Source: an optimization exercise on an open RTL-to-GDS flow (aim: small area, a short achievable clock period and few clock cycles). Production flows keep margins and buffers that such runs may drop.
At most, simulation tests tie the RTL to the original design; equivalence was not proved.
The RTL of run 2 was laid out without a check of its function.
Power figures rest on the tool's default switching activity, not on a simulated workload.

==> flow/design.v, too long to show whole: its modules and the start of the top module <==
// module alu_unit: 970 lines
module alu_unit(
    input clk,
    input rst,
    input in_valid,
    output in_ready,
    input [15:0] a,
    input [15:0] b,
    input [2:0] op,
    output reg out_valid,
    output reg [15:0] r
    );
  // ...
==> flow/flow/run.sh <==
#!/bin/bash
# Layout flow: the standard flow, except that synthesis maps with the
# ABC script in flow/abc_area.script (area-oriented mapping, no ABC
# buffering/upsizing; the resizer later fixes timing on the placed design).
# Then: buf_1 port buffers, clkbuf_4/clkbuf_8 clock buffers, and the resizer asked
# to leave 55 ns of setup slack. Each part logs to its own file.
set -e
rm -rf scripts_abc
cp -r "$FLOW_HOME/scripts" scripts_abc
cp flow/abc_area.script scripts_abc/abc_area.script
A=("BUFFER_PORTS_ARGS=-buffer_cell sky130_fd_sc_hd__buf_1" "CTS_BUF_LIST=sky130_fd_sc_hd__clkbuf_4 sky130_fd_sc_hd__clkbuf_8" SETUP_SLACK_MARGIN=55 )
bash standard.sh "${A[@]}" SCRIPTS_DIR=$PWD/scripts_abc synth > synth.log 2>&1
bash standard.sh "${A[@]}" finish > standard.log 2>&1
==> flow/flow/abc_area.script <==
strash
dch
amap
strash
dch
amap
topo
stime -c
==> flow/standard.sh <==
#!/bin/bash
# synth_recipe.tcl (not shown) runs the flow's synth.tcl, then flattens the netlist and writes it again
# the make line also repeats each setting of config.mk as NAME=value (left out here)
make -C /OpenROAD-flow-scripts/flow DESIGN_CONFIG=/design/flow/config.mk WORK_HOME=/design/flow/orfs CLKGATE_MAP_FILE= SYNTH_SCRIPT=/design/flow/synth_recipe.tcl "${@:-finish}"
==> flow/config.mk <==
export PLATFORM = sky130hd
export DESIGN_NAME = alu_unit
export DESIGN_NICKNAME = alu_unit
export VERILOG_FILES = /design/flow/design.v
export SDC_FILE = /design/flow/constraint.sdc
export NUM_CORES = 4
export LEC_CHECK = 0
export ABC_AREA = 1
export CAP_MARGIN = 20
export CORE_MARGIN = 2
export CORE_UTILIZATION = 40
export SLEW_MARGIN = 20
==> flow/constraint.sdc <==
create_clock -name core_clock -period 70.0 [get_ports {clk}]
set_input_delay 14.0000 -clock core_clock [delete_from_list [all_inputs] [get_ports {clk}]]
set_output_delay 14.0000 -clock core_clock [all_outputs]
set_load 0.01 [all_outputs]
==> flow_metrics.env, run 1 <==
export IMPL_run_status="complete, no violations"
export IMPL_syn_instance_count=1007
export IMPL_crit_start="r[3]"
export IMPL_layout_setup_ws_ns=55.04
export IMPL_seqCellArea_mm2=0.00285
export IMPL_drt_met1_wl_mm=10.7
export IMPL_clk_buf=19
export IMPL_post_route_min_period_ns=14.96
export IMPL_timing_slew_headroom=0.287
export IMPL_cts_resized=12
export IMPL_placement_rows=54
export IMPL_place_ws_ns=54.17
export IMPL_setup_worst_path_end="r[3]"
export IMPL_data_arrival_critical_path_ns=0.96
export IMPL_worst_hold_path_type="reg2reg"
export IMPL_pin_count=56
export IMPL_grtUsageMet3=0.0374
export IMPL_placedInstanceArea_mm2=0.00941
export IMPL_route_detailed_wl_per_inst_um=16.5
export IMPL_path_class="reg2out"
export IMPL_n_all_inverters=123
export IMPL_slowest_cell_on_crit_path="sky130_fd_sc_hd__dfxtp_1"
export IMPL_ctsRootBufferMaster="sky130_fd_sc_hd__clkbuf_8"
export IMPL_cellLeakagePower_uw=0.00408
export IMPL_clk_pin_slew_worst_paths_ns=0.09
export IMPL_tritoncts_num_buffers=17
Testbench counts, summed over its fixed seeds: cycles 4,032.
==> module alu_unit, before the edit <==
module alu_unit(
    input clk,
    input rst,
    input in_valid,
    output in_ready,
    input [15:0] a,
    input [15:0] b,
    input [2:0] op,
    output reg out_valid,
    output reg [15:0] r
    );
assign in_ready = 1'b1;
reg [15:0] a_q, b_q;
reg [2:0] op_q;
reg v0;
always @(posedge clk) begin
    a_q <= a;
    b_q <= b;
    op_q <= op;
    v0 <= in_valid & ~rst;
end
wire mul0 = op_q == 3'd3;
wire div0 = op_q == 3'd4;
wire add0 = op_q == 3'd1;
wire sub0 = op_q == 3'd2;
wire [2:0] k0 = ~v0 ? 3'b000 : div0 ? 3'b100 : sub0 ? 3'b101 :
                mul0 ? 3'b110 : add0 ? 3'b111 : 3'b001;
wire [15:0] y0 = b_q ^ {16{div0 | sub0}};
wire [15:0] x0 = {a_q[15:9] & {7{~mul0}}, a_q[8:0]};
wire [1:0] s15;
wire g15_0_0 = (x0[15] & y0[0]) | ((div0 | sub0) & (x0[15] ^ y0[0]));
wire p15_0_0 = x0[15] ^ y0[0];
assign s15[0] = p15_0_0 ^ (div0 | sub0);
assign s15[1] = g15_0_0;
wire sel15 = mul0 ? a_q[15] : (div0 & s15[1] & &y0[15:1]);
wire [15:0] x_15 = sel15 ? {s15[0:0], x0[14:0]} : x0;
wire [2:0] s14;
wire g14_0_0 = (x_15[14] & y0[0]) | ((div0 | sub0) & (x_15[14] ^ y0[0]));
wire p14_0_0 = x_15[14] ^ y0[0];
wire g14_1_1 = x_15[15] & y0[1];
wire p14_1_1 = x_15[15] ^ y0[1];
wire g14_1_0 = g14_1_1 | (p14_1_1 & g14_0_0);
wire p14_1_0 = p14_1_1 & p14_0_0;
assign s14[0] = p14_0_0 ^ (div0 | sub0);
assign s14[1] = p14_1_1 ^ g14_0_0;
assign s14[2] = g14_1_0;
wire sel14 = mul0 ? a_q[14] : (div0 & s14[2] & &y0[15:2]);
wire [15:0] x_14 = sel14 ? {s14[1:0], x_15[13:0]} : x_15;
wire [3:0] s13;
wire g13_0_0 = (x_14[13] & y0[0]) | ((div0 | sub0) & (x_14[13] ^ y0[0]));
wire p13_0_0 = x_14[13] ^ y0[0];
wire g13_1_1 = x_14[14] & y0[1];
wire p13_1_1 = x_14[14] ^ y0[1];
wire g13_2_2 = x_14[15] & y0[2];
wire p13_2_2 = x_14[15] ^ y0[2];
wire g13_1_0 = g13_1_1 | (p13_1_1 & g13_0_0);
wire p13_1_0 = p13_1_1 & p13_0_0;
wire g13_2_0 = g13_2_2 | (p13_2_2 & g13_1_0);
wire p13_2_0 = p13_2_2 & p13_1_0;
assign s13[0] = p13_0_0 ^ (div0 | sub0);
assign s13[1] = p13_1_1 ^ g13_0_0;
assign s13[2] = p13_2_2 ^ g13_1_0;
assign s13[3] = g13_2_0;
wire sel13 = mul0 ? a_q[13] : (div0 & s13[3] & &y0[15:3]);
wire [15:0] x_13 = sel13 ? {s13[2:0], x_14[12:0]} : x_14;
wire [4:0] s12;
wire g12_0_0 = (x_13[12] & y0[0]) | ((div0 | sub0) & (x_13[12] ^ y0[0]));
wire p12_0_0 = x_13[12] ^ y0[0];
wire g12_1_1 = x_13[13] & y0[1];
wire p12_1_1 = x_13[13] ^ y0[1];
wire g12_2_2 = x_13[14] & y0[2];
wire p12_2_2 = x_13[14] ^ y0[2];
wire g12_3_3 = x_13[15] & y0[3];
wire p12_3_3 = x_13[15] ^ y0[3];
wire g12_1_0 = g12_1_1 | (p12_1_1 & g12_0_0);
wire p12_1_0 = p12_1_1 & p12_0_0;
wire g12_3_2 = g12_3_3 | (p12_3_3 & g12_2_2);
wire p12_3_2 = p12_3_3 & p12_2_2;
wire g12_2_0 = g12_2_2 | (p12_2_2 & g12_1_0);
wire p12_2_0 = p12_2_2 & p12_1_0;
wire g12_3_0 = g12_3_2 | (p12_3_2 & g12_1_0);
wire p12_3_0 = p12_3_2 & p12_1_0;
assign s12[0] = p12_0_0 ^ (div0 | sub0);
assign s12[1] = p12_1_1 ^ g12_0_0;
assign s12[2] = p12_2_2 ^ g12_1_0;
assign s12[3] = p12_3_3 ^ g12_2_0;
assign s12[4] = g12_3_0;
wire sel12 = mul0 ? a_q[12] : (div0 & s12[4] & &y0[15:4]);
wire [15:0] x_12 = sel12 ? {s12[3:0], x_13[11:0]} : x_13;
wire [5:0] s11;
wire g11_0_0 = (x_12[11] & y0[0]) | ((div0 | sub0) & (x_12[11] ^ y0[0]));
wire p11_0_0 = x_12[11] ^ y0[0];
wire g11_1_1 = x_12[12] & y0[1];
wire p11_1_1 = x_12[12] ^ y0[1];
wire g11_2_2 = x_12[13] & y0[2];
wire p11_2_2 = x_12[13] ^ y0[2];
wire g11_3_3 = x_12[14] & y0[3];
wire p11_3_3 = x_12[14] ^ y0[3];
wire g11_4_4 = x_12[15] & y0[4];
wire p11_4_4 = x_12[15] ^ y0[4];
wire g11_1_0 = g11_1_1 | (p11_1_1 & g11_0_0);
wire p11_1_0 = p11_1_1 & p11_0_0;
wire g11_3_2 = g11_3_3 | (p11_3_3 & g11_2_2);
wire p11_3_2 = p11_3_3 & p11_2_2;
wire g11_2_0 = g11_2_2 | (p11_2_2 & g11_1_0);
wire p11_2_0 = p11_2_2 & p11_1_0;
wire g11_3_0 = g11_3_2 | (p11_3_2 & g11_1_0);
wire p11_3_0 = p11_3_2 & p11_1_0;
wire g11_4_0 = g11_4_4 | (p11_4_4 & g11_3_0);
wire p11_4_0 = p11_4_4 & p11_3_0;
assign s11[0] = p11_0_0 ^ (div0 | sub0);
assign s11[1] = p11_1_1 ^ g11_0_0;
assign s11[2] = p11_2_2 ^ g11_1_0;
assign s11[3] = p11_3_3 ^ g11_2_0;
assign s11[4] = p11_4_4 ^ g11_3_0;
assign s11[5] = g11_4_0;
wire sel11 = mul0 ? a_q[11] : (div0 & s11[5] & &y0[15:5]);
wire [15:0] x_11 = sel11 ? {s11[4:0], x_12[10:0]} : x_12;
wire [6:0] s10;
wire g10_0_0 = (x_11[10] & y0[0]) | ((div0 | sub0) & (x_11[10] ^ y0[0]));
wire p10_0_0 = x_11[10] ^ y0[0];
wire g10_1_1 = x_11[11] & y0[1];
wire p10_1_1 = x_11[11] ^ y0[1];
wire g10_2_2 = x_11[12] & y0[2];
wire p10_2_2 = x_11[12] ^ y0[2];
wire g10_3_3 = x_11[13] & y0[3];
wire p10_3_3 = x_11[13] ^ y0[3];
wire g10_4_4 = x_11[14] & y0[4];
wire p10_4_4 = x_11[14] ^ y0[4];
wire g10_5_5 = x_11[15] & y0[5];
wire p10_5_5 = x_11[15] ^ y0[5];
wire g10_1_0 = g10_1_1 | (p10_1_1 & g10_0_0);
wire p10_1_0 = p10_1_1 & p10_0_0;
wire g10_3_2 = g10_3_3 | (p10_3_3 & g10_2_2);
wire p10_3_2 = p10_3_3 & p10_2_2;
wire g10_5_4 = g10_5_5 | (p10_5_5 & g10_4_4);
wire p10_5_4 = p10_5_5 & p10_4_4;
wire g10_2_0 = g10_2_2 | (p10_2_2 & g10_1_0);
wire p10_2_0 = p10_2_2 & p10_1_0;
wire g10_3_0 = g10_3_2 | (p10_3_2 & g10_1_0);
wire p10_3_0 = p10_3_2 & p10_1_0;
wire g10_4_0 = g10_4_4 | (p10_4_4 & g10_3_0);
wire p10_4_0 = p10_4_4 & p10_3_0;
wire g10_5_0 = g10_5_4 | (p10_5_4 & g10_3_0);
wire p10_5_0 = p10_5_4 & p10_3_0;
assign s10[0] = p10_0_0 ^ (div0 | sub0);
assign s10[1] = p10_1_1 ^ g10_0_0;
assign s10[2] = p10_2_2 ^ g10_1_0;
assign s10[3] = p10_3_3 ^ g10_2_0;
assign s10[4] = p10_4_4 ^ g10_3_0;
assign s10[5] = p10_5_5 ^ g10_4_0;
assign s10[6] = g10_5_0;
wire sel10 = mul0 ? a_q[10] : (div0 & s10[6] & &y0[15:6]);
wire [15:0] x_10 = sel10 ? {s10[5:0], x_11[9:0]} : x_11;
wire [7:0] s9;
wire g9_0_0 = (x_10[9] & y0[0]) | ((div0 | sub0) & (x_10[9] ^ y0[0]));
wire p9_0_0 = x_10[9] ^ y0[0];
wire g9_1_1 = x_10[10] & y0[1];
wire p9_1_1 = x_10[10] ^ y0[1];
wire g9_2_2 = x_10[11] & y0[2];
wire p9_2_2 = x_10[11] ^ y0[2];
wire g9_3_3 = x_10[12] & y0[3];
wire p9_3_3 = x_10[12] ^ y0[3];
wire g9_4_4 = x_10[13] & y0[4];
wire p9_4_4 = x_10[13] ^ y0[4];
wire g9_5_5 = x_10[14] & y0[5];
wire p9_5_5 = x_10[14] ^ y0[5];
wire g9_6_6 = x_10[15] & y0[6];
wire p9_6_6 = x_10[15] ^ y0[6];
wire g9_1_0 = g9_1_1 | (p9_1_1 & g9_0_0);
wire p9_1_0 = p9_1_1 & p9_0_0;
wire g9_3_2 = g9_3_3 | (p9_3_3 & g9_2_2);
wire p9_3_2 = p9_3_3 & p9_2_2;
wire g9_5_4 = g9_5_5 | (p9_5_5 & g9_4_4);
wire p9_5_4 = p9_5_5 & p9_4_4;
wire g9_2_0 = g9_2_2 | (p9_2_2 & g9_1_0);
wire p9_2_0 = p9_2_2 & p9_1_0;
wire g9_3_0 = g9_3_2 | (p9_3_2 & g9_1_0);
wire p9_3_0 = p9_3_2 & p9_1_0;
wire g9_6_4 = g9_6_6 | (p9_6_6 & g9_5_4);
wire p9_6_4 = p9_6_6 & p9_5_4;
wire g9_4_0 = g9_4_4 | (p9_4_4 & g9_3_0);
wire p9_4_0 = p9_4_4 & p9_3_0;
wire g9_5_0 = g9_5_4 | (p9_5_4 & g9_3_0);
wire p9_5_0 = p9_5_4 & p9_3_0;
wire g9_6_0 = g9_6_4 | (p9_6_4 & g9_3_0);
wire p9_6_0 = p9_6_4 & p9_3_0;
assign s9[0] = p9_0_0 ^ (div0 | sub0);
assign s9[1] = p9_1_1 ^ g9_0_0;
assign s9[2] = p9_2_2 ^ g9_1_0;
assign s9[3] = p9_3_3 ^ g9_2_0;
assign s9[4] = p9_4_4 ^ g9_3_0;
assign s9[5] = p9_5_5 ^ g9_4_0;
assign s9[6] = p9_6_6 ^ g9_5_0;
assign s9[7] = g9_6_0;
wire sel9 = mul0 ? a_q[9] : (div0 & s9[7] & &y0[15:7]);
wire [15:0] x_9 = sel9 ? {s9[6:0], x_10[8:0]} : x_10;
reg [15:0] x1, y1;
reg [15:9] q1;
reg [2:0] k1;
always @(posedge clk) begin
    x1 <= x_9;
    y1 <= y0;
    q1 <= {sel15, sel14, sel13, sel12, sel11, sel10, sel9};
    k1 <= rst ? 3'd0 : k0;
end
wire mul1 = k1 == 3'b110;
wire div1 = k1 == 3'b100;
wire add1 = k1 == 3'b111;
wire sub1 = k1 == 3'b101;
wire v1 = |k1;
wire xl8 = ~mul1 & x1[8];
wire [8:0] s8;
wire g8_0_0 = (xl8 & y1[0]) | ((div1 | sub1) & (xl8 ^ y1[0]));
wire p8_0_0 = xl8 ^ y1[0];
wire g8_1_1 = x1[9] & y1[1];
wire p8_1_1 = x1[9] ^ y1[1];
wire g8_2_2 = x1[10] & y1[2];
wire p8_2_2 = x1[10] ^ y1[2];
wire g8_3_3 = x1[11] & y1[3];
wire p8_3_3 = x1[11] ^ y1[3];
wire g8_4_4 = x1[12] & y1[4];
wire p8_4_4 = x1[12] ^ y1[4];
wire g8_5_5 = x1[13] & y1[5];
wire p8_5_5 = x1[13] ^ y1[5];
wire g8_6_6 = x1[14] & y1[6];
wire p8_6_6 = x1[14] ^ y1[6];
wire g8_7_7 = x1[15] & y1[7];
wire p8_7_7 = x1[15] ^ y1[7];
wire g8_1_0 = g8_1_1 | (p8_1_1 & g8_0_0);
wire p8_1_0 = p8_1_1 & p8_0_0;
wire g8_3_2 = g8_3_3 | (p8_3_3 & g8_2_2);
wire p8_3_2 = p8_3_3 & p8_2_2;
wire g8_5_4 = g8_5_5 | (p8_5_5 & g8_4_4);
wire p8_5_4 = p8_5_5 & p8_4_4;
wire g8_7_6 = g8_7_7 | (p8_7_7 & g8_6_6);
wire p8_7_6 = p8_7_7 & p8_6_6;
wire g8_2_0 = g8_2_2 | (p8_2_2 & g8_1_0);
wire p8_2_0 = p8_2_2 & p8_1_0;
wire g8_3_0 = g8_3_2 | (p8_3_2 & g8_1_0);
wire p8_3_0 = p8_3_2 & p8_1_0;
wire g8_6_4 = g8_6_6 | (p8_6_6 & g8_5_4);
wire p8_6_4 = p8_6_6 & p8_5_4;
wire g8_7_4 = g8_7_6 | (p8_7_6 & g8_5_4);
wire p8_7_4 = p8_7_6 & p8_5_4;
wire g8_4_0 = g8_4_4 | (p8_4_4 & g8_3_0);
wire p8_4_0 = p8_4_4 & p8_3_0;
wire g8_5_0 = g8_5_4 | (p8_5_4 & g8_3_0);
wire p8_5_0 = p8_5_4 & p8_3_0;
wire g8_6_0 = g8_6_4 | (p8_6_4 & g8_3_0);
wire p8_6_0 = p8_6_4 & p8_3_0;
wire g8_7_0 = g8_7_4 | (p8_7_4 & g8_3_0);
wire p8_7_0 = p8_7_4 & p8_3_0;
assign s8[0] = p8_0_0 ^ (div1 | sub1);
assign s8[1] = p8_1_1 ^ g8_0_0;
assign s8[2] = p8_2_2 ^ g8_1_0;
assign s8[3] = p8_3_3 ^ g8_2_0;
assign s8[4] = p8_4_4 ^ g8_3_0;
assign s8[5] = p8_5_5 ^ g8_4_0;
assign s8[6] = p8_6_6 ^ g8_5_0;
assign s8[7] = p8_7_7 ^ g8_6_0;
assign s8[8] = g8_7_0;
wire sel8 = mul1 ? x1[8] : (div1 & s8[8] & &y1[15:8]);
wire [15:0] x_8 = sel8 ? {s8[7:0], x1[7:0]} : x1;
wire xl7 = ~mul1 & x_8[7];
wire [9:0] s7;
wire g7_0_0 = (xl7 & y1[0]) | ((div1 | sub1) & (xl7 ^ y1[0]));
wire p7_0_0 = xl7 ^ y1[0];
wire g7_1_1 = x_8[8] & y1[1];
wire p7_1_1 = x_8[8] ^ y1[1];
wire g7_2_2 = x_8[9] & y1[2];
wire p7_2_2 = x_8[9] ^ y1[2];
wire g7_3_3 = x_8[10] & y1[3];
wire p7_3_3 = x_8[10] ^ y1[3];
wire g7_4_4 = x_8[11] & y1[4];
wire p7_4_4 = x_8[11] ^ y1[4];
wire g7_5_5 = x_8[12] & y1[5];
wire p7_5_5 = x_8[12] ^ y1[5];
wire g7_6_6 = x_8[13] & y1[6];
wire p7_6_6 = x_8[13] ^ y1[6];
wire g7_7_7 = x_8[14] & y1[7];
wire p7_7_7 = x_8[14] ^ y1[7];
wire g7_8_8 = x_8[15] & y1[8];
wire p7_8_8 = x_8[15] ^ y1[8];
wire g7_1_0 = g7_1_1 | (p7_1_1 & g7_0_0);
wire p7_1_0 = p7_1_1 & p7_0_0;
wire g7_3_2 = g7_3_3 | (p7_3_3 & g7_2_2);
wire p7_3_2 = p7_3_3 & p7_2_2;
wire g7_5_4 = g7_5_5 | (p7_5_5 & g7_4_4);
wire p7_5_4 = p7_5_5 & p7_4_4;
wire g7_7_6 = g7_7_7 | (p7_7_7 & g7_6_6);
wire p7_7_6 = p7_7_7 & p7_6_6;
wire g7_2_0 = g7_2_2 | (p7_2_2 & g7_1_0);
wire p7_2_0 = p7_2_2 & p7_1_0;
wire g7_3_0 = g7_3_2 | (p7_3_2 & g7_1_0);
wire p7_3_0 = p7_3_2 & p7_1_0;
wire g7_6_4 = g7_6_6 | (p7_6_6 & g7_5_4);
wire p7_6_4 = p7_6_6 & p7_5_4;
wire g7_7_4 = g7_7_6 | (p7_7_6 & g7_5_4);
wire p7_7_4 = p7_7_6 & p7_5_4;
wire g7_4_0 = g7_4_4 | (p7_4_4 & g7_3_0);
wire p7_4_0 = p7_4_4 & p7_3_0;
wire g7_5_0 = g7_5_4 | (p7_5_4 & g7_3_0);
wire p7_5_0 = p7_5_4 & p7_3_0;
wire g7_6_0 = g7_6_4 | (p7_6_4 & g7_3_0);
wire p7_6_0 = p7_6_4 & p7_3_0;
wire g7_7_0 = g7_7_4 | (p7_7_4 & g7_3_0);
wire p7_7_0 = p7_7_4 & p7_3_0;
wire g7_8_0 = g7_8_8 | (p7_8_8 & g7_7_0);
wire p7_8_0 = p7_8_8 & p7_7_0;
assign s7[0] = p7_0_0 ^ (div1 | sub1);
assign s7[1] = p7_1_1 ^ g7_0_0;
assign s7[2] = p7_2_2 ^ g7_1_0;
assign s7[3] = p7_3_3 ^ g7_2_0;
assign s7[4] = p7_4_4 ^ g7_3_0;
assign s7[5] = p7_5_5 ^ g7_4_0;
assign s7[6] = p7_6_6 ^ g7_5_0;
assign s7[7] = p7_7_7 ^ g7_6_0;
assign s7[8] = p7_8_8 ^ g7_7_0;
assign s7[9] = g7_8_0;
wire sel7 = mul1 ? x_8[7] : (div1 & s7[9] & &y1[15:9]);
wire [15:0] x_7 = sel7 ? {s7[8:0], x_8[6:0]} : x_8;
wire xl6 = ~mul1 & x_7[6];
wire [10:0] s6;
wire g6_0_0 = (xl6 & y1[0]) | ((div1 | sub1) & (xl6 ^ y1[0]));
wire p6_0_0 = xl6 ^ y1[0];
wire g6_1_1 = x_7[7] & y1[1];
wire p6_1_1 = x_7[7] ^ y1[1];
wire g6_2_2 = x_7[8] & y1[2];
wire p6_2_2 = x_7[8] ^ y1[2];
wire g6_3_3 = x_7[9] & y1[3];
wire p6_3_3 = x_7[9] ^ y1[3];
wire g6_4_4 = x_7[10] & y1[4];
wire p6_4_4 = x_7[10] ^ y1[4];
wire g6_5_5 = x_7[11] & y1[5];
wire p6_5_5 = x_7[11] ^ y1[5];
wire g6_6_6 = x_7[12] & y1[6];
wire p6_6_6 = x_7[12] ^ y1[6];
wire g6_7_7 = x_7[13] & y1[7];
wire p6_7_7 = x_7[13] ^ y1[7];
wire g6_8_8 = x_7[14] & y1[8];
wire p6_8_8 = x_7[14] ^ y1[8];
wire g6_9_9 = x_7[15] & y1[9];
wire p6_9_9 = x_7[15] ^ y1[9];
wire g6_1_0 = g6_1_1 | (p6_1_1 & g6_0_0);
wire p6_1_0 = p6_1_1 & p6_0_0;
wire g6_3_2 = g6_3_3 | (p6_3_3 & g6_2_2);
wire p6_3_2 = p6_3_3 & p6_2_2;
wire g6_5_4 = g6_5_5 | (p6_5_5 & g6_4_4);
wire p6_5_4 = p6_5_5 & p6_4_4;
wire g6_7_6 = g6_7_7 | (p6_7_7 & g6_6_6);
wire p6_7_6 = p6_7_7 & p6_6_6;
wire g6_9_8 = g6_9_9 | (p6_9_9 & g6_8_8);
wire p6_9_8 = p6_9_9 & p6_8_8;
wire g6_2_0 = g6_2_2 | (p6_2_2 & g6_1_0);
wire p6_2_0 = p6_2_2 & p6_1_0;
wire g6_3_0 = g6_3_2 | (p6_3_2 & g6_1_0);
wire p6_3_0 = p6_3_2 & p6_1_0;
wire g6_6_4 = g6_6_6 | (p6_6_6 & g6_5_4);
wire p6_6_4 = p6_6_6 & p6_5_4;
wire g6_7_4 = g6_7_6 | (p6_7_6 & g6_5_4);
wire p6_7_4 = p6_7_6 & p6_5_4;
wire g6_4_0 = g6_4_4 | (p6_4_4 & g6_3_0);
wire p6_4_0 = p6_4_4 & p6_3_0;
wire g6_5_0 = g6_5_4 | (p6_5_4 & g6_3_0);
wire p6_5_0 = p6_5_4 & p6_3_0;
wire g6_6_0 = g6_6_4 | (p6_6_4 & g6_3_0);
wire p6_6_0 = p6_6_4 & p6_3_0;
wire g6_7_0 = g6_7_4 | (p6_7_4 & g6_3_0);
wire p6_7_0 = p6_7_4 & p6_3_0;
wire g6_8_0 = g6_8_8 | (p6_8_8 & g6_7_0);
wire p6_8_0 = p6_8_8 & p6_7_0;
wire g6_9_0 = g6_9_8 | (p6_9_8 & g6_7_0);
wire p6_9_0 = p6_9_8 & p6_7_0;
assign s6[0] = p6_0_0 ^ (div1 | sub1);
assign s6[1] = p6_1_1 ^ g6_0_0;
assign s6[2] = p6_2_2 ^ g6_1_0;
assign s6[3] = p6_3_3 ^ g6_2_0;
assign s6[4] = p6_4_4 ^ g6_3_0;
assign s6[5] = p6_5_5 ^ g6_4_0;
assign s6[6] = p6_6_6 ^ g6_5_0;
assign s6[7] = p6_7_7 ^ g6_6_0;
assign s6[8] = p6_8_8 ^ g6_7_0;
assign s6[9] = p6_9_9 ^ g6_8_0;
assign s6[10] = g6_9_0;
wire sel6 = mul1 ? x_7[6] : (div1 & s6[10] & &y1[15:10]);
wire [15:0] x_6 = sel6 ? {s6[9:0], x_7[5:0]} : x_7;
wire xl5 = ~mul1 & x_6[5];
wire [11:0] s5;
wire g5_0_0 = (xl5 & y1[0]) | ((div1 | sub1) & (xl5 ^ y1[0]));
wire p5_0_0 = xl5 ^ y1[0];
wire g5_1_1 = x_6[6] & y1[1];
wire p5_1_1 = x_6[6] ^ y1[1];
wire g5_2_2 = x_6[7] & y1[2];
wire p5_2_2 = x_6[7] ^ y1[2];
wire g5_3_3 = x_6[8] & y1[3];
wire p5_3_3 = x_6[8] ^ y1[3];
wire g5_4_4 = x_6[9] & y1[4];
wire p5_4_4 = x_6[9] ^ y1[4];
wire g5_5_5 = x_6[10] & y1[5];
wire p5_5_5 = x_6[10] ^ y1[5];
wire g5_6_6 = x_6[11] & y1[6];
wire p5_6_6 = x_6[11] ^ y1[6];
wire g5_7_7 = x_6[12] & y1[7];
wire p5_7_7 = x_6[12] ^ y1[7];
wire g5_8_8 = x_6[13] & y1[8];
wire p5_8_8 = x_6[13] ^ y1[8];
wire g5_9_9 = x_6[14] & y1[9];
wire p5_9_9 = x_6[14] ^ y1[9];
wire g5_10_10 = x_6[15] & y1[10];
wire p5_10_10 = x_6[15] ^ y1[10];
wire g5_1_0 = g5_1_1 | (p5_1_1 & g5_0_0);
wire p5_1_0 = p5_1_1 & p5_0_0;
wire g5_3_2 = g5_3_3 | (p5_3_3 & g5_2_2);
wire p5_3_2 = p5_3_3 & p5_2_2;
wire g5_5_4 = g5_5_5 | (p5_5_5 & g5_4_4);
wire p5_5_4 = p5_5_5 & p5_4_4;
wire g5_7_6 = g5_7_7 | (p5_7_7 & g5_6_6);
wire p5_7_6 = p5_7_7 & p5_6_6;
wire g5_9_8 = g5_9_9 | (p5_9_9 & g5_8_8);
wire p5_9_8 = p5_9_9 & p5_8_8;
wire g5_2_0 = g5_2_2 | (p5_2_2 & g5_1_0);
wire p5_2_0 = p5_2_2 & p5_1_0;
wire g5_3_0 = g5_3_2 | (p5_3_2 & g5_1_0);
wire p5_3_0 = p5_3_2 & p5_1_0;
wire g5_6_4 = g5_6_6 | (p5_6_6 & g5_5_4);
wire p5_6_4 = p5_6_6 & p5_5_4;
wire g5_7_4 = g5_7_6 | (p5_7_6 & g5_5_4);
wire p5_7_4 = p5_7_6 & p5_5_4;
wire g5_10_8 = g5_10_10 | (p5_10_10 & g5_9_8);
wire p5_10_8 = p5_10_10 & p5_9_8;
wire g5_4_0 = g5_4_4 | (p5_4_4 & g5_3_0);
wire p5_4_0 = p5_4_4 & p5_3_0;
wire g5_5_0 = g5_5_4 | (p5_5_4 & g5_3_0);
wire p5_5_0 = p5_5_4 & p5_3_0;
wire g5_6_0 = g5_6_4 | (p5_6_4 & g5_3_0);
wire p5_6_0 = p5_6_4 & p5_3_0;
wire g5_7_0 = g5_7_4 | (p5_7_4 & g5_3_0);
wire p5_7_0 = p5_7_4 & p5_3_0;
wire g5_8_0 = g5_8_8 | (p5_8_8 & g5_7_0);
wire p5_8_0 = p5_8_8 & p5_7_0;
wire g5_9_0 = g5_9_8 | (p5_9_8 & g5_7_0);
wire p5_9_0 = p5_9_8 & p5_7_0;
wire g5_10_0 = g5_10_8 | (p5_10_8 & g5_7_0);
wire p5_10_0 = p5_10_8 & p5_7_0;
assign s5[0] = p5_0_0 ^ (div1 | sub1);
assign s5[1] = p5_1_1 ^ g5_0_0;
assign s5[2] = p5_2_2 ^ g5_1_0;
assign s5[3] = p5_3_3 ^ g5_2_0;
assign s5[4] = p5_4_4 ^ g5_3_0;
assign s5[5] = p5_5_5 ^ g5_4_0;
assign s5[6] = p5_6_6 ^ g5_5_0;
assign s5[7] = p5_7_7 ^ g5_6_0;
assign s5[8] = p5_8_8 ^ g5_7_0;
assign s5[9] = p5_9_9 ^ g5_8_0;
assign s5[10] = p5_10_10 ^ g5_9_0;
assign s5[11] = g5_10_0;
wire sel5 = mul1 ? x_6[5] : (div1 & s5[11] & &y1[15:11]);
wire [15:0] x_5 = sel5 ? {s5[10:0], x_6[4:0]} : x_6;
wire xl4 = ~mul1 & x_5[4];
wire [12:0] s4;
wire g4_0_0 = (xl4 & y1[0]) | ((div1 | sub1) & (xl4 ^ y1[0]));
wire p4_0_0 = xl4 ^ y1[0];
wire g4_1_1 = x_5[5] & y1[1];
wire p4_1_1 = x_5[5] ^ y1[1];
wire g4_2_2 = x_5[6] & y1[2];
wire p4_2_2 = x_5[6] ^ y1[2];
wire g4_3_3 = x_5[7] & y1[3];
wire p4_3_3 = x_5[7] ^ y1[3];
wire g4_4_4 = x_5[8] & y1[4];
wire p4_4_4 = x_5[8] ^ y1[4];
wire g4_5_5 = x_5[9] & y1[5];
wire p4_5_5 = x_5[9] ^ y1[5];
wire g4_6_6 = x_5[10] & y1[6];
wire p4_6_6 = x_5[10] ^ y1[6];
wire g4_7_7 = x_5[11] & y1[7];
wire p4_7_7 = x_5[11] ^ y1[7];
wire g4_8_8 = x_5[12] & y1[8];
wire p4_8_8 = x_5[12] ^ y1[8];
wire g4_9_9 = x_5[13] & y1[9];
wire p4_9_9 = x_5[13] ^ y1[9];
wire g4_10_10 = x_5[14] & y1[10];
wire p4_10_10 = x_5[14] ^ y1[10];
wire g4_11_11 = x_5[15] & y1[11];
wire p4_11_11 = x_5[15] ^ y1[11];
wire g4_1_0 = g4_1_1 | (p4_1_1 & g4_0_0);
wire p4_1_0 = p4_1_1 & p4_0_0;
wire g4_3_2 = g4_3_3 | (p4_3_3 & g4_2_2);
wire p4_3_2 = p4_3_3 & p4_2_2;
wire g4_5_4 = g4_5_5 | (p4_5_5 & g4_4_4);
wire p4_5_4 = p4_5_5 & p4_4_4;
wire g4_7_6 = g4_7_7 | (p4_7_7 & g4_6_6);
wire p4_7_6 = p4_7_7 & p4_6_6;
wire g4_9_8 = g4_9_9 | (p4_9_9 & g4_8_8);
wire p4_9_8 = p4_9_9 & p4_8_8;
wire g4_11_10 = g4_11_11 | (p4_11_11 & g4_10_10);
wire p4_11_10 = p4_11_11 & p4_10_10;
wire g4_2_0 = g4_2_2 | (p4_2_2 & g4_1_0);
wire p4_2_0 = p4_2_2 & p4_1_0;
wire g4_3_0 = g4_3_2 | (p4_3_2 & g4_1_0);
wire p4_3_0 = p4_3_2 & p4_1_0;
wire g4_6_4 = g4_6_6 | (p4_6_6 & g4_5_4);
wire p4_6_4 = p4_6_6 & p4_5_4;
wire g4_7_4 = g4_7_6 | (p4_7_6 & g4_5_4);
wire p4_7_4 = p4_7_6 & p4_5_4;
wire g4_10_8 = g4_10_10 | (p4_10_10 & g4_9_8);
wire p4_10_8 = p4_10_10 & p4_9_8;
wire g4_11_8 = g4_11_10 | (p4_11_10 & g4_9_8);
wire p4_11_8 = p4_11_10 & p4_9_8;
wire g4_4_0 = g4_4_4 | (p4_4_4 & g4_3_0);
wire p4_4_0 = p4_4_4 & p4_3_0;
wire g4_5_0 = g4_5_4 | (p4_5_4 & g4_3_0);
wire p4_5_0 = p4_5_4 & p4_3_0;
wire g4_6_0 = g4_6_4 | (p4_6_4 & g4_3_0);
wire p4_6_0 = p4_6_4 & p4_3_0;
wire g4_7_0 = g4_7_4 | (p4_7_4 & g4_3_0);
wire p4_7_0 = p4_7_4 & p4_3_0;
wire g4_8_0 = g4_8_8 | (p4_8_8 & g4_7_0);
wire p4_8_0 = p4_8_8 & p4_7_0;
wire g4_9_0 = g4_9_8 | (p4_9_8 & g4_7_0);
wire p4_9_0 = p4_9_8 & p4_7_0;
wire g4_10_0 = g4_10_8 | (p4_10_8 & g4_7_0);
wire p4_10_0 = p4_10_8 & p4_7_0;
wire g4_11_0 = g4_11_8 | (p4_11_8 & g4_7_0);
wire p4_11_0 = p4_11_8 & p4_7_0;
assign s4[0] = p4_0_0 ^ (div1 | sub1);
assign s4[1] = p4_1_1 ^ g4_0_0;
assign s4[2] = p4_2_2 ^ g4_1_0;
assign s4[3] = p4_3_3 ^ g4_2_0;
assign s4[4] = p4_4_4 ^ g4_3_0;
assign s4[5] = p4_5_5 ^ g4_4_0;
assign s4[6] = p4_6_6 ^ g4_5_0;
assign s4[7] = p4_7_7 ^ g4_6_0;
assign s4[8] = p4_8_8 ^ g4_7_0;
assign s4[9] = p4_9_9 ^ g4_8_0;
assign s4[10] = p4_10_10 ^ g4_9_0;
assign s4[11] = p4_11_11 ^ g4_10_0;
assign s4[12] = g4_11_0;
wire sel4 = mul1 ? x_5[4] : (div1 & s4[12] & &y1[15:12]);
wire [15:0] x_4 = sel4 ? {s4[11:0], x_5[3:0]} : x_5;
reg [15:0] x2, y2;
reg [15:4] q2;
reg [2:0] k2;
always @(posedge clk) begin
    x2 <= x_4;
    y2 <= y1;
    q2 <= {q1[15:9], sel8, sel7, sel6, sel5, sel4};
    k2 <= rst ? 3'd0 : k1;
end
wire mul2 = k2 == 3'b110;
wire div2 = k2 == 3'b100;
wire add2 = k2 == 3'b111;
wire sub2 = k2 == 3'b101;
wire v2 = |k2;
wire xl3 = ~mul2 & x2[3];
wire [13:0] s3;
wire g3_0_0 = (xl3 & y2[0]) | ((div2 | sub2) & (xl3 ^ y2[0]));
wire p3_0_0 = xl3 ^ y2[0];
wire g3_1_1 = x2[4] & y2[1];
wire p3_1_1 = x2[4] ^ y2[1];
wire g3_2_2 = x2[5] & y2[2];
wire p3_2_2 = x2[5] ^ y2[2];
wire g3_3_3 = x2[6] & y2[3];
wire p3_3_3 = x2[6] ^ y2[3];
wire g3_4_4 = x2[7] & y2[4];
wire p3_4_4 = x2[7] ^ y2[4];
wire g3_5_5 = x2[8] & y2[5];
wire p3_5_5 = x2[8] ^ y2[5];
wire g3_6_6 = x2[9] & y2[6];
wire p3_6_6 = x2[9] ^ y2[6];
wire g3_7_7 = x2[10] & y2[7];
wire p3_7_7 = x2[10] ^ y2[7];
wire g3_8_8 = x2[11] & y2[8];
wire p3_8_8 = x2[11] ^ y2[8];
wire g3_9_9 = x2[12] & y2[9];
wire p3_9_9 = x2[12] ^ y2[9];
wire g3_10_10 = x2[13] & y2[10];
wire p3_10_10 = x2[13] ^ y2[10];
wire g3_11_11 = x2[14] & y2[11];
wire p3_11_11 = x2[14] ^ y2[11];
wire g3_12_12 = x2[15] & y2[12];
wire p3_12_12 = x2[15] ^ y2[12];
wire g3_1_0 = g3_1_1 | (p3_1_1 & g3_0_0);
wire p3_1_0 = p3_1_1 & p3_0_0;
wire g3_3_2 = g3_3_3 | (p3_3_3 & g3_2_2);
wire p3_3_2 = p3_3_3 & p3_2_2;
wire g3_5_4 = g3_5_5 | (p3_5_5 & g3_4_4);
wire p3_5_4 = p3_5_5 & p3_4_4;
wire g3_7_6 = g3_7_7 | (p3_7_7 & g3_6_6);
wire p3_7_6 = p3_7_7 & p3_6_6;
wire g3_9_8 = g3_9_9 | (p3_9_9 & g3_8_8);
wire p3_9_8 = p3_9_9 & p3_8_8;
wire g3_11_10 = g3_11_11 | (p3_11_11 & g3_10_10);
wire p3_11_10 = p3_11_11 & p3_10_10;
wire g3_2_0 = g3_2_2 | (p3_2_2 & g3_1_0);
wire p3_2_0 = p3_2_2 & p3_1_0;
wire g3_3_0 = g3_3_2 | (p3_3_2 & g3_1_0);
wire p3_3_0 = p3_3_2 & p3_1_0;
wire g3_6_4 = g3_6_6 | (p3_6_6 & g3_5_4);
wire p3_6_4 = p3_6_6 & p3_5_4;
wire g3_7_4 = g3_7_6 | (p3_7_6 & g3_5_4);
wire p3_7_4 = p3_7_6 & p3_5_4;
wire g3_10_8 = g3_10_10 | (p3_10_10 & g3_9_8);
wire p3_10_8 = p3_10_10 & p3_9_8;
wire g3_11_8 = g3_11_10 | (p3_11_10 & g3_9_8);
wire p3_11_8 = p3_11_10 & p3_9_8;
wire g3_4_0 = g3_4_4 | (p3_4_4 & g3_3_0);
wire p3_4_0 = p3_4_4 & p3_3_0;
wire g3_5_0 = g3_5_4 | (p3_5_4 & g3_3_0);
wire p3_5_0 = p3_5_4 & p3_3_0;
wire g3_6_0 = g3_6_4 | (p3_6_4 & g3_3_0);
wire p3_6_0 = p3_6_4 & p3_3_0;
wire g3_7_0 = g3_7_4 | (p3_7_4 & g3_3_0);
wire p3_7_0 = p3_7_4 & p3_3_0;
wire g3_12_8 = g3_12_12 | (p3_12_12 & g3_11_8);
wire p3_12_8 = p3_12_12 & p3_11_8;
wire g3_8_0 = g3_8_8 | (p3_8_8 & g3_7_0);
wire p3_8_0 = p3_8_8 & p3_7_0;
wire g3_9_0 = g3_9_8 | (p3_9_8 & g3_7_0);
wire p3_9_0 = p3_9_8 & p3_7_0;
wire g3_10_0 = g3_10_8 | (p3_10_8 & g3_7_0);
wire p3_10_0 = p3_10_8 & p3_7_0;
wire g3_11_0 = g3_11_8 | (p3_11_8 & g3_7_0);
wire p3_11_0 = p3_11_8 & p3_7_0;
wire g3_12_0 = g3_12_8 | (p3_12_8 & g3_7_0);
wire p3_12_0 = p3_12_8 & p3_7_0;
assign s3[0] = p3_0_0 ^ (div2 | sub2);
assign s3[1] = p3_1_1 ^ g3_0_0;
assign s3[2] = p3_2_2 ^ g3_1_0;
assign s3[3] = p3_3_3 ^ g3_2_0;
assign s3[4] = p3_4_4 ^ g3_3_0;
assign s3[5] = p3_5_5 ^ g3_4_0;
assign s3[6] = p3_6_6 ^ g3_5_0;
assign s3[7] = p3_7_7 ^ g3_6_0;
assign s3[8] = p3_8_8 ^ g3_7_0;
assign s3[9] = p3_9_9 ^ g3_8_0;
assign s3[10] = p3_10_10 ^ g3_9_0;
assign s3[11] = p3_11_11 ^ g3_10_0;
assign s3[12] = p3_12_12 ^ g3_11_0;
assign s3[13] = g3_12_0;
wire sel3 = mul2 ? x2[3] : (div2 & s3[13] & &y2[15:13]);
wire [15:0] x_3 = sel3 ? {s3[12:0], x2[2:0]} : x2;
wire xl2 = ~mul2 & x_3[2];
wire [14:0] s2;
wire g2_0_0 = (xl2 & y2[0]) | ((div2 | sub2) & (xl2 ^ y2[0]));
wire p2_0_0 = xl2 ^ y2[0];
wire g2_1_1 = x_3[3] & y2[1];
wire p2_1_1 = x_3[3] ^ y2[1];
wire g2_2_2 = x_3[4] & y2[2];
wire p2_2_2 = x_3[4] ^ y2[2];
wire g2_3_3 = x_3[5] & y2[3];
wire p2_3_3 = x_3[5] ^ y2[3];
wire g2_4_4 = x_3[6] & y2[4];
wire p2_4_4 = x_3[6] ^ y2[4];
wire g2_5_5 = x_3[7] & y2[5];
wire p2_5_5 = x_3[7] ^ y2[5];
wire g2_6_6 = x_3[8] & y2[6];
wire p2_6_6 = x_3[8] ^ y2[6];
wire g2_7_7 = x_3[9] & y2[7];
wire p2_7_7 = x_3[9] ^ y2[7];
wire g2_8_8 = x_3[10] & y2[8];
wire p2_8_8 = x_3[10] ^ y2[8];
wire g2_9_9 = x_3[11] & y2[9];
wire p2_9_9 = x_3[11] ^ y2[9];
wire g2_10_10 = x_3[12] & y2[10];
wire p2_10_10 = x_3[12] ^ y2[10];
wire g2_11_11 = x_3[13] & y2[11];
wire p2_11_11 = x_3[13] ^ y2[11];
wire g2_12_12 = x_3[14] & y2[12];
wire p2_12_12 = x_3[14] ^ y2[12];
wire g2_13_13 = x_3[15] & y2[13];
wire p2_13_13 = x_3[15] ^ y2[13];
wire g2_1_0 = g2_1_1 | (p2_1_1 & g2_0_0);
wire p2_1_0 = p2_1_1 & p2_0_0;
wire g2_3_2 = g2_3_3 | (p2_3_3 & g2_2_2);
wire p2_3_2 = p2_3_3 & p2_2_2;
wire g2_5_4 = g2_5_5 | (p2_5_5 & g2_4_4);
wire p2_5_4 = p2_5_5 & p2_4_4;
wire g2_7_6 = g2_7_7 | (p2_7_7 & g2_6_6);
wire p2_7_6 = p2_7_7 & p2_6_6;
wire g2_9_8 = g2_9_9 | (p2_9_9 & g2_8_8);
wire p2_9_8 = p2_9_9 & p2_8_8;
wire g2_11_10 = g2_11_11 | (p2_11_11 & g2_10_10);
wire p2_11_10 = p2_11_11 & p2_10_10;
wire g2_13_12 = g2_13_13 | (p2_13_13 & g2_12_12);
wire p2_13_12 = p2_13_13 & p2_12_12;
wire g2_2_0 = g2_2_2 | (p2_2_2 & g2_1_0);
wire p2_2_0 = p2_2_2 & p2_1_0;
wire g2_3_0 = g2_3_2 | (p2_3_2 & g2_1_0);
wire p2_3_0 = p2_3_2 & p2_1_0;
wire g2_6_4 = g2_6_6 | (p2_6_6 & g2_5_4);
wire p2_6_4 = p2_6_6 & p2_5_4;
wire g2_7_4 = g2_7_6 | (p2_7_6 & g2_5_4);
wire p2_7_4 = p2_7_6 & p2_5_4;
wire g2_10_8 = g2_10_10 | (p2_10_10 & g2_9_8);
wire p2_10_8 = p2_10_10 & p2_9_8;
wire g2_11_8 = g2_11_10 | (p2_11_10 & g2_9_8);
wire p2_11_8 = p2_11_10 & p2_9_8;
wire g2_4_0 = g2_4_4 | (p2_4_4 & g2_3_0);
wire p2_4_0 = p2_4_4 & p2_3_0;
wire g2_5_0 = g2_5_4 | (p2_5_4 & g2_3_0);
wire p2_5_0 = p2_5_4 & p2_3_0;
wire g2_6_0 = g2_6_4 | (p2_6_4 & g2_3_0);
wire p2_6_0 = p2_6_4 & p2_3_0;
wire g2_7_0 = g2_7_4 | (p2_7_4 & g2_3_0);
wire p2_7_0 = p2_7_4 & p2_3_0;
wire g2_12_8 = g2_12_12 | (p2_12_12 & g2_11_8);
wire p2_12_8 = p2_12_12 & p2_11_8;
wire g2_13_8 = g2_13_12 | (p2_13_12 & g2_11_8);
wire p2_13_8 = p2_13_12 & p2_11_8;
wire g2_8_0 = g2_8_8 | (p2_8_8 & g2_7_0);
wire p2_8_0 = p2_8_8 & p2_7_0;
wire g2_9_0 = g2_9_8 | (p2_9_8 & g2_7_0);
wire p2_9_0 = p2_9_8 & p2_7_0;
wire g2_10_0 = g2_10_8 | (p2_10_8 & g2_7_0);
wire p2_10_0 = p2_10_8 & p2_7_0;
wire g2_11_0 = g2_11_8 | (p2_11_8 & g2_7_0);
wire p2_11_0 = p2_11_8 & p2_7_0;
wire g2_12_0 = g2_12_8 | (p2_12_8 & g2_7_0);
wire p2_12_0 = p2_12_8 & p2_7_0;
wire g2_13_0 = g2_13_8 | (p2_13_8 & g2_7_0);
wire p2_13_0 = p2_13_8 & p2_7_0;
assign s2[0] = p2_0_0 ^ (div2 | sub2);
assign s2[1] = p2_1_1 ^ g2_0_0;
assign s2[2] = p2_2_2 ^ g2_1_0;
assign s2[3] = p2_3_3 ^ g2_2_0;
assign s2[4] = p2_4_4 ^ g2_3_0;
assign s2[5] = p2_5_5 ^ g2_4_0;
assign s2[6] = p2_6_6 ^ g2_5_0;
assign s2[7] = p2_7_7 ^ g2_6_0;
assign s2[8] = p2_8_8 ^ g2_7_0;
assign s2[9] = p2_9_9 ^ g2_8_0;
assign s2[10] = p2_10_10 ^ g2_9_0;
assign s2[11] = p2_11_11 ^ g2_10_0;
assign s2[12] = p2_12_12 ^ g2_11_0;
assign s2[13] = p2_13_13 ^ g2_12_0;
assign s2[14] = g2_13_0;
wire sel2 = mul2 ? x_3[2] : (div2 & s2[14] & &y2[15:14]);
wire [15:0] x_2 = sel2 ? {s2[13:0], x_3[1:0]} : x_3;
wire xl1 = ~mul2 & x_2[1];
wire [15:0] s1;
wire g1_0_0 = (xl1 & y2[0]) | ((div2 | sub2) & (xl1 ^ y2[0]));
wire p1_0_0 = xl1 ^ y2[0];
wire g1_1_1 = x_2[2] & y2[1];
wire p1_1_1 = x_2[2] ^ y2[1];
wire g1_2_2 = x_2[3] & y2[2];
wire p1_2_2 = x_2[3] ^ y2[2];
wire g1_3_3 = x_2[4] & y2[3];
wire p1_3_3 = x_2[4] ^ y2[3];
wire g1_4_4 = x_2[5] & y2[4];
wire p1_4_4 = x_2[5] ^ y2[4];
wire g1_5_5 = x_2[6] & y2[5];
wire p1_5_5 = x_2[6] ^ y2[5];
wire g1_6_6 = x_2[7] & y2[6];
wire p1_6_6 = x_2[7] ^ y2[6];
wire g1_7_7 = x_2[8] & y2[7];
wire p1_7_7 = x_2[8] ^ y2[7];
wire g1_8_8 = x_2[9] & y2[8];
wire p1_8_8 = x_2[9] ^ y2[8];
wire g1_9_9 = x_2[10] & y2[9];
wire p1_9_9 = x_2[10] ^ y2[9];
wire g1_10_10 = x_2[11] & y2[10];
wire p1_10_10 = x_2[11] ^ y2[10];
wire g1_11_11 = x_2[12] & y2[11];
wire p1_11_11 = x_2[12] ^ y2[11];
wire g1_12_12 = x_2[13] & y2[12];
wire p1_12_12 = x_2[13] ^ y2[12];
wire g1_13_13 = x_2[14] & y2[13];
wire p1_13_13 = x_2[14] ^ y2[13];
wire g1_14_14 = x_2[15] & y2[14];
wire p1_14_14 = x_2[15] ^ y2[14];
wire g1_1_0 = g1_1_1 | (p1_1_1 & g1_0_0);
wire p1_1_0 = p1_1_1 & p1_0_0;
wire g1_3_2 = g1_3_3 | (p1_3_3 & g1_2_2);
wire p1_3_2 = p1_3_3 & p1_2_2;
wire g1_5_4 = g1_5_5 | (p1_5_5 & g1_4_4);
wire p1_5_4 = p1_5_5 & p1_4_4;
wire g1_7_6 = g1_7_7 | (p1_7_7 & g1_6_6);
wire p1_7_6 = p1_7_7 & p1_6_6;
wire g1_9_8 = g1_9_9 | (p1_9_9 & g1_8_8);
wire p1_9_8 = p1_9_9 & p1_8_8;
wire g1_11_10 = g1_11_11 | (p1_11_11 & g1_10_10);
wire p1_11_10 = p1_11_11 & p1_10_10;
wire g1_13_12 = g1_13_13 | (p1_13_13 & g1_12_12);
wire p1_13_12 = p1_13_13 & p1_12_12;
wire g1_2_0 = g1_2_2 | (p1_2_2 & g1_1_0);
wire p1_2_0 = p1_2_2 & p1_1_0;
wire g1_3_0 = g1_3_2 | (p1_3_2 & g1_1_0);
wire p1_3_0 = p1_3_2 & p1_1_0;
wire g1_6_4 = g1_6_6 | (p1_6_6 & g1_5_4);
wire p1_6_4 = p1_6_6 & p1_5_4;
wire g1_7_4 = g1_7_6 | (p1_7_6 & g1_5_4);
wire p1_7_4 = p1_7_6 & p1_5_4;
wire g1_10_8 = g1_10_10 | (p1_10_10 & g1_9_8);
wire p1_10_8 = p1_10_10 & p1_9_8;
wire g1_11_8 = g1_11_10 | (p1_11_10 & g1_9_8);
wire p1_11_8 = p1_11_10 & p1_9_8;
wire g1_14_12 = g1_14_14 | (p1_14_14 & g1_13_12);
wire p1_14_12 = p1_14_14 & p1_13_12;
wire g1_4_0 = g1_4_4 | (p1_4_4 & g1_3_0);
wire p1_4_0 = p1_4_4 & p1_3_0;
wire g1_5_0 = g1_5_4 | (p1_5_4 & g1_3_0);
wire p1_5_0 = p1_5_4 & p1_3_0;
wire g1_6_0 = g1_6_4 | (p1_6_4 & g1_3_0);
wire p1_6_0 = p1_6_4 & p1_3_0;
wire g1_7_0 = g1_7_4 | (p1_7_4 & g1_3_0);
wire p1_7_0 = p1_7_4 & p1_3_0;
wire g1_12_8 = g1_12_12 | (p1_12_12 & g1_11_8);
wire p1_12_8 = p1_12_12 & p1_11_8;
wire g1_13_8 = g1_13_12 | (p1_13_12 & g1_11_8);
wire p1_13_8 = p1_13_12 & p1_11_8;
wire g1_14_8 = g1_14_12 | (p1_14_12 & g1_11_8);
wire p1_14_8 = p1_14_12 & p1_11_8;
wire g1_8_0 = g1_8_8 | (p1_8_8 & g1_7_0);
wire p1_8_0 = p1_8_8 & p1_7_0;
wire g1_9_0 = g1_9_8 | (p1_9_8 & g1_7_0);
wire p1_9_0 = p1_9_8 & p1_7_0;
wire g1_10_0 = g1_10_8 | (p1_10_8 & g1_7_0);
wire p1_10_0 = p1_10_8 & p1_7_0;
wire g1_11_0 = g1_11_8 | (p1_11_8 & g1_7_0);
wire p1_11_0 = p1_11_8 & p1_7_0;
wire g1_12_0 = g1_12_8 | (p1_12_8 & g1_7_0);
wire p1_12_0 = p1_12_8 & p1_7_0;
wire g1_13_0 = g1_13_8 | (p1_13_8 & g1_7_0);
wire p1_13_0 = p1_13_8 & p1_7_0;
wire g1_14_0 = g1_14_8 | (p1_14_8 & g1_7_0);
wire p1_14_0 = p1_14_8 & p1_7_0;
assign s1[0] = p1_0_0 ^ (div2 | sub2);
assign s1[1] = p1_1_1 ^ g1_0_0;
assign s1[2] = p1_2_2 ^ g1_1_0;
assign s1[3] = p1_3_3 ^ g1_2_0;
assign s1[4] = p1_4_4 ^ g1_3_0;
assign s1[5] = p1_5_5 ^ g1_4_0;
assign s1[6] = p1_6_6 ^ g1_5_0;
assign s1[7] = p1_7_7 ^ g1_6_0;
assign s1[8] = p1_8_8 ^ g1_7_0;
assign s1[9] = p1_9_9 ^ g1_8_0;
assign s1[10] = p1_10_10 ^ g1_9_0;
assign s1[11] = p1_11_11 ^ g1_10_0;
assign s1[12] = p1_12_12 ^ g1_11_0;
assign s1[13] = p1_13_13 ^ g1_12_0;
assign s1[14] = p1_14_14 ^ g1_13_0;
assign s1[15] = g1_14_0;
wire sel1 = mul2 ? x_2[1] : (div2 & s1[15] & &y2[15:15]);
wire [15:0] x_1 = sel1 ? {s1[14:0], x_2[0:0]} : x_2;
wire xl0 = ~mul2 & x_1[0];
wire [16:0] s0;
wire g0_0_0 = (xl0 & y2[0]) | ((div2 | sub2) & (xl0 ^ y2[0]));
wire p0_0_0 = xl0 ^ y2[0];
wire g0_1_1 = x_1[1] & y2[1];
wire p0_1_1 = x_1[1] ^ y2[1];
wire g0_2_2 = x_1[2] & y2[2];
wire p0_2_2 = x_1[2] ^ y2[2];
wire g0_3_3 = x_1[3] & y2[3];
wire p0_3_3 = x_1[3] ^ y2[3];
wire g0_4_4 = x_1[4] & y2[4];
wire p0_4_4 = x_1[4] ^ y2[4];
wire g0_5_5 = x_1[5] & y2[5];
wire p0_5_5 = x_1[5] ^ y2[5];
wire g0_6_6 = x_1[6] & y2[6];
wire p0_6_6 = x_1[6] ^ y2[6];
wire g0_7_7 = x_1[7] & y2[7];
wire p0_7_7 = x_1[7] ^ y2[7];
wire g0_8_8 = x_1[8] & y2[8];
wire p0_8_8 = x_1[8] ^ y2[8];
wire g0_9_9 = x_1[9] & y2[9];
wire p0_9_9 = x_1[9] ^ y2[9];
wire g0_10_10 = x_1[10] & y2[10];
wire p0_10_10 = x_1[10] ^ y2[10];
wire g0_11_11 = x_1[11] & y2[11];
wire p0_11_11 = x_1[11] ^ y2[11];
wire g0_12_12 = x_1[12] & y2[12];
wire p0_12_12 = x_1[12] ^ y2[12];
wire g0_13_13 = x_1[13] & y2[13];
wire p0_13_13 = x_1[13] ^ y2[13];
wire g0_14_14 = x_1[14] & y2[14];
wire p0_14_14 = x_1[14] ^ y2[14];
wire g0_15_15 = x_1[15] & y2[15];
wire p0_15_15 = x_1[15] ^ y2[15];
wire g0_1_0 = g0_1_1 | (p0_1_1 & g0_0_0);
wire p0_1_0 = p0_1_1 & p0_0_0;
wire g0_3_2 = g0_3_3 | (p0_3_3 & g0_2_2);
wire p0_3_2 = p0_3_3 & p0_2_2;
wire g0_5_4 = g0_5_5 | (p0_5_5 & g0_4_4);
wire p0_5_4 = p0_5_5 & p0_4_4;
wire g0_7_6 = g0_7_7 | (p0_7_7 & g0_6_6);
wire p0_7_6 = p0_7_7 & p0_6_6;
wire g0_9_8 = g0_9_9 | (p0_9_9 & g0_8_8);
wire p0_9_8 = p0_9_9 & p0_8_8;
wire g0_11_10 = g0_11_11 | (p0_11_11 & g0_10_10);
wire p0_11_10 = p0_11_11 & p0_10_10;
wire g0_13_12 = g0_13_13 | (p0_13_13 & g0_12_12);
wire p0_13_12 = p0_13_13 & p0_12_12;
wire g0_15_14 = g0_15_15 | (p0_15_15 & g0_14_14);
wire p0_15_14 = p0_15_15 & p0_14_14;
wire g0_2_0 = g0_2_2 | (p0_2_2 & g0_1_0);
wire p0_2_0 = p0_2_2 & p0_1_0;
wire g0_3_0 = g0_3_2 | (p0_3_2 & g0_1_0);
wire p0_3_0 = p0_3_2 & p0_1_0;
wire g0_6_4 = g0_6_6 | (p0_6_6 & g0_5_4);
wire p0_6_4 = p0_6_6 & p0_5_4;
wire g0_7_4 = g0_7_6 | (p0_7_6 & g0_5_4);
wire p0_7_4 = p0_7_6 & p0_5_4;
wire g0_10_8 = g0_10_10 | (p0_10_10 & g0_9_8);
wire p0_10_8 = p0_10_10 & p0_9_8;
wire g0_11_8 = g0_11_10 | (p0_11_10 & g0_9_8);
wire p0_11_8 = p0_11_10 & p0_9_8;
wire g0_14_12 = g0_14_14 | (p0_14_14 & g0_13_12);
wire p0_14_12 = p0_14_14 & p0_13_12;
wire g0_15_12 = g0_15_14 | (p0_15_14 & g0_13_12);
wire p0_15_12 = p0_15_14 & p0_13_12;
wire g0_4_0 = g0_4_4 | (p0_4_4 & g0_3_0);
wire p0_4_0 = p0_4_4 & p0_3_0;
wire g0_5_0 = g0_5_4 | (p0_5_4 & g0_3_0);
wire p0_5_0 = p0_5_4 & p0_3_0;
wire g0_6_0 = g0_6_4 | (p0_6_4 & g0_3_0);
wire p0_6_0 = p0_6_4 & p0_3_0;
wire g0_7_0 = g0_7_4 | (p0_7_4 & g0_3_0);
wire p0_7_0 = p0_7_4 & p0_3_0;
wire g0_12_8 = g0_12_12 | (p0_12_12 & g0_11_8);
wire p0_12_8 = p0_12_12 & p0_11_8;
wire g0_13_8 = g0_13_12 | (p0_13_12 & g0_11_8);
wire p0_13_8 = p0_13_12 & p0_11_8;
wire g0_14_8 = g0_14_12 | (p0_14_12 & g0_11_8);
wire p0_14_8 = p0_14_12 & p0_11_8;
wire g0_15_8 = g0_15_12 | (p0_15_12 & g0_11_8);
wire p0_15_8 = p0_15_12 & p0_11_8;
wire g0_8_0 = g0_8_8 | (p0_8_8 & g0_7_0);
wire p0_8_0 = p0_8_8 & p0_7_0;
wire g0_9_0 = g0_9_8 | (p0_9_8 & g0_7_0);
wire p0_9_0 = p0_9_8 & p0_7_0;
wire g0_10_0 = g0_10_8 | (p0_10_8 & g0_7_0);
wire p0_10_0 = p0_10_8 & p0_7_0;
wire g0_11_0 = g0_11_8 | (p0_11_8 & g0_7_0);
wire p0_11_0 = p0_11_8 & p0_7_0;
wire g0_12_0 = g0_12_8 | (p0_12_8 & g0_7_0);
wire p0_12_0 = p0_12_8 & p0_7_0;
wire g0_13_0 = g0_13_8 | (p0_13_8 & g0_7_0);
wire p0_13_0 = p0_13_8 & p0_7_0;
wire g0_14_0 = g0_14_8 | (p0_14_8 & g0_7_0);
wire p0_14_0 = p0_14_8 & p0_7_0;
wire g0_15_0 = g0_15_8 | (p0_15_8 & g0_7_0);
wire p0_15_0 = p0_15_8 & p0_7_0;
assign s0[0] = p0_0_0 ^ (div2 | sub2);
assign s0[1] = p0_1_1 ^ g0_0_0;
assign s0[2] = p0_2_2 ^ g0_1_0;
assign s0[3] = p0_3_3 ^ g0_2_0;
assign s0[4] = p0_4_4 ^ g0_3_0;
assign s0[5] = p0_5_5 ^ g0_4_0;
assign s0[6] = p0_6_6 ^ g0_5_0;
assign s0[7] = p0_7_7 ^ g0_6_0;
assign s0[8] = p0_8_8 ^ g0_7_0;
assign s0[9] = p0_9_9 ^ g0_8_0;
assign s0[10] = p0_10_10 ^ g0_9_0;
assign s0[11] = p0_11_11 ^ g0_10_0;
assign s0[12] = p0_12_12 ^ g0_11_0;
assign s0[13] = p0_13_13 ^ g0_12_0;
assign s0[14] = p0_14_14 ^ g0_13_0;
assign s0[15] = p0_15_15 ^ g0_14_0;
assign s0[16] = g0_15_0;
wire sel0 = mul2 ? x_1[0] : (div2 & s0[16] & 1'b1) | add2 | (sub2 & s0[16]);
wire [15:0] x_0 = sel0 ? s0[15:0] : {x_1[15:1], xl0};
wire [15:0] q = {q2[15:4], sel3, sel2, sel1, sel0};
wire [15:0] res = div2 ? q :
                  (mul2 | add2 | (sub2 & sel0)) ? x_0 : 16'd0;
always @(posedge clk) begin
    r <= res;
    out_valid <= v2 & ~rst;
end
endmodule
==> run 2: changes to the inputs <==
--- a/flow/design.v
+++ b/flow/design.v
@@ -11,21 +11,20 @@
     output reg [15:0] r
     );
 assign in_ready = 1'b1;
+wire [2:0] k_in = ~in_valid | rst ? 3'b000 :
+                  op == 3'd4 ? 3'b100 : op == 3'd2 ? 3'b101 :
+                  op == 3'd3 ? 3'b110 : op == 3'd1 ? 3'b111 : 3'b001;
 reg [15:0] a_q, b_q;
-reg [2:0] op_q;
-reg v0;
+reg [2:0] k0;
 always @(posedge clk) begin
     a_q <= a;
     b_q <= b;
-    op_q <= op;
-    v0 <= in_valid & ~rst;
+    k0 <= k_in;
 end
-wire mul0 = op_q == 3'd3;
-wire div0 = op_q == 3'd4;
-wire add0 = op_q == 3'd1;
-wire sub0 = op_q == 3'd2;
-wire [2:0] k0 = ~v0 ? 3'b000 : div0 ? 3'b100 : sub0 ? 3'b101 :
-                mul0 ? 3'b110 : add0 ? 3'b111 : 3'b001;
+wire mul0 = k0 == 3'b110;
+wire div0 = k0 == 3'b100;
+wire add0 = k0 == 3'b111;
+wire sub0 = k0 == 3'b101;
 wire [15:0] y0 = b_q ^ {16{div0 | sub0}};
 wire [15:0] x0 = {a_q[15:9] & {7{~mul0}}, a_q[8:0]};
 wire [1:0] s15;
==> flow/flow/run.sh (replaced) <==
#!/bin/bash
# Layout flow: the standard flow, except that synthesis maps with the
# ABC script in flow/abc_area.script (area-oriented mapping, no ABC
# buffering/upsizing; the resizer later fixes timing on the placed design).
# Then: buf_1 port buffers, clkbuf_8 clock buffers, and the resizer asked
# to leave 55 ns of setup slack. Each part logs to its own file.
set -e
rm -rf scripts_abc
cp -r "$FLOW_HOME/scripts" scripts_abc
cp flow/abc_area.script scripts_abc/abc_area.script
A=("BUFFER_PORTS_ARGS=-buffer_cell sky130_fd_sc_hd__buf_1" CTS_BUF_LIST=sky130_fd_sc_hd__clkbuf_8 SETUP_SLACK_MARGIN=55 GPL_ROUTABILITY_DRIVEN=0)
bash standard.sh "${A[@]}" SCRIPTS_DIR=$PWD/scripts_abc synth > synth.log 2>&1
bash standard.sh "${A[@]}" finish > standard.log 2>&1
==> run 2 against run 1 <==
  * Core utilization about the same
  * Global-route usage decreased by 0.30 points
  * Non-clock buffer count decreased by 2
  * Clock power increased by 2%
  * Critical path depth unchanged
  * Largest cell class unchanged
  * Largest power group unchanged
  * Highest routed layer unchanged
==> flow_metrics.env, run 2 <==
export IMPL_timing_hold_violations_final=0
export IMPL_via_count_of_the_first_global_routing_pass=6964
export IMPL_finalCoreUtilization=0.464
export IMPL_number_of_antenna_violations_at_the_first_check_in_global_routing=0
export IMPL_layout_setup_ws_ns=55.04
export IMPL_pin_count=56
export IMPL_clk_pin_slew_worst_paths_ns=0.09
export IMPL_startpoint_type="flip-flop"
export IMPL_postSynth_asyncResetShare=0
export IMPL_placedInstanceArea_mm2=0.00947
export IMPL_synth_ff_type="sky130_fd_sc_hd__dfxtp_1"
export IMPL_layout_worst_path_cycle_share=0.214
export IMPL_detail_route_iter0_violations=399
export IMPL_run_status="complete, no violations"
export IMPL_post_synth_cell_area_avg_um2=8.65
export IMPL_dp_hpwl_mm=18.1
export IMPL_yosys_cell_types_count=37
export IMPL_cp_required_ns=56.00
export IMPL_timing_critical_path_buf_inv=1
export IMPL_area_delta_synth_final_pct=14.4
export IMPL_yosysSeqAreaShare=0.320
export IMPL_slowest_cell_on_crit_path="sky130_fd_sc_hd__dfxtp_1"
export IMPL_cellLeakagePower_uw=0.00411
export IMPL_ctsRootBufferMaster="sky130_fd_sc_hd__clkbuf_8"
export IMPL_routed_wirelength_mm=22.7
export IMPL_vertical_die_dimension_um=153
export IMPL_ir_worst_vdd_mv=0.0140
export IMPL_path_delay_family="flip-flops"
export IMPL_place_ws_ns=53.83
export IMPL_tritoncts="built"
export IMPL_clock_fmax_ghz=0.0669
export IMPL_timing_slew_headroom=0.498
export IMPL_clock_skew_ns=0.0189
export IMPL_synth_ff_latch_count=141
export IMPL_path_class="reg2out"
export IMPL_post_route_min_period_ns=14.96
export IMPL_die_w_um=153
export IMPL_drt_pass1_iterations=5
export IMPL_detail_route_vias_per_cell=5.29
export IMPL_min_path_cells=0
export IMPL_power_combinational_fraction=0.251
export IMPL_ant_nets=0
export IMPL_num_antenna_cells=0
export IMPL_synth_area_leaders="sky130_fd_sc_hd__dfxtp_1, sky130_fd_sc_hd__ha_1, sky130_fd_sc_hd__fa_1"
export IMPL_worst_skew_pair_late_latency_ns=0.46
export IMPL_cellPowerDensity_mw_per_mm2=20.5
export IMPL_worst_setup_path_end_kind="output port"
export IMPL_numPortBuffers=54
export IMPL_cts_htree_levels=4
export IMPL_route_detailed_wl_per_inst_um=16.1
export IMPL_design_die_area_mm2=0.0233
export IMPL_synthesized_nets=1218
export IMPL_synth_top_cell_area_share=0.320
export IMPL_syn_instance_count=1020
export IMPL_globalRoute_totalOverflow=0
export IMPL_setup_repair_after_global_routing_missed_its_margin="no"
export IMPL_synth_edff_count=0
export IMPL_grt_use_total=0.197
export IMPL_finalSetupTns_ns=0
export IMPL_tritoncts_num_buffers=17
export IMPL_worst_hold_path_type="reg2reg"
export IMPL_num_vias=7452
export IMPL_synth_top_cells_by_count="sky130_fd_sc_hd__dfxtp_1, sky130_fd_sc_hd__nor2_1, sky130_fd_sc_hd__a21oi_1, sky130_fd_sc_hd__clkinv_1, sky130_fd_sc_hd__ha_1"
export IMPL_data_arrival_critical_path_ns=0.96
export IMPL_critical_path_cell_count=1
export IMPL_placement_rows=54
export IMPL_cts_num_sinks=141
export IMPL_power_frac_clock=0.316
export IMPL_setup_violations=0
export IMPL_post_synth_top_count_cell="sky130_fd_sc_hd__dfxtp_1"
export IMPL_synthesis_warnings=1
run 2: cell type report:
type,instances,area (um^2)
Fill cell,2146,11700
Multi-Input combinational cell,754,5640
Sequential cell,141,2830
Inverter,124,489
Timing Repair Buffer,77,388
Tap cell,280,350
Clock buffer,18,248
Clock inverter,14,149
run 2: routing by layer:
metal  share of wire  routed length [um]  track usage  vias up
met1            0.46               10400        0.269     3464
li1                -                   -            -     3790
met3           0.049                1110       0.0324       36
met4           0.023                 519       0.0626        0
met2            0.47               10700        0.320      162
met5               0                   0            0        -
run 2: cells by family after synthesis:
group                      synth area share
other                              0.000425
buffers and inverters                0.0536
adders and majority gates             0.276
AOI/OAI and AO/OA                     0.231
DFF                                   0.320
and+or+nand+nor                       0.118
run 2: final timing paths:
| check | start | to | slack, ns |
|---|---|---|---|
| max | r[3] | r[3] | 55.04 |
| min | a_q[0] | x1[0] | 0.33 |
| max reg2reg | k2[2] | r[5] | 56.19 |
| min reg2reg | a_q[0] | x1[0] | 0.33 |
run 2: power groups by stage:
stage	Clock [uW]	Combinational [uW]	Sequential, uW
floorplan	0	40.1	88.8
global route	71.1	60.0	90.1
global placement	0	49.5	91.4
detailed placement	0	50.8	91.4
finish	65.1	51.7	89.5
CTS	67.1	51.2	89.5
run 2: metrics by stage:
step           total power [uW]  instances  hold WS [ns]
6_report                    206       1408         0.325
5_1_grt                     221       1408         0.344
4_1_cts                     208       1397         0.329
2_1_floorplan               129       1020         0.310
3_5_place_dp                142       1365         0.312
3_3_place_gp                141       1365         0.310
run 2: what timing repair did:
| action | CTS | global route |
|---|---|---|
| pin swaps | 0 | 2 |
| setup endpoints to repair | 28 | 42 |
| gates resized for setup | 12 | 31 |
| buffers inserted | 0 | 11 |
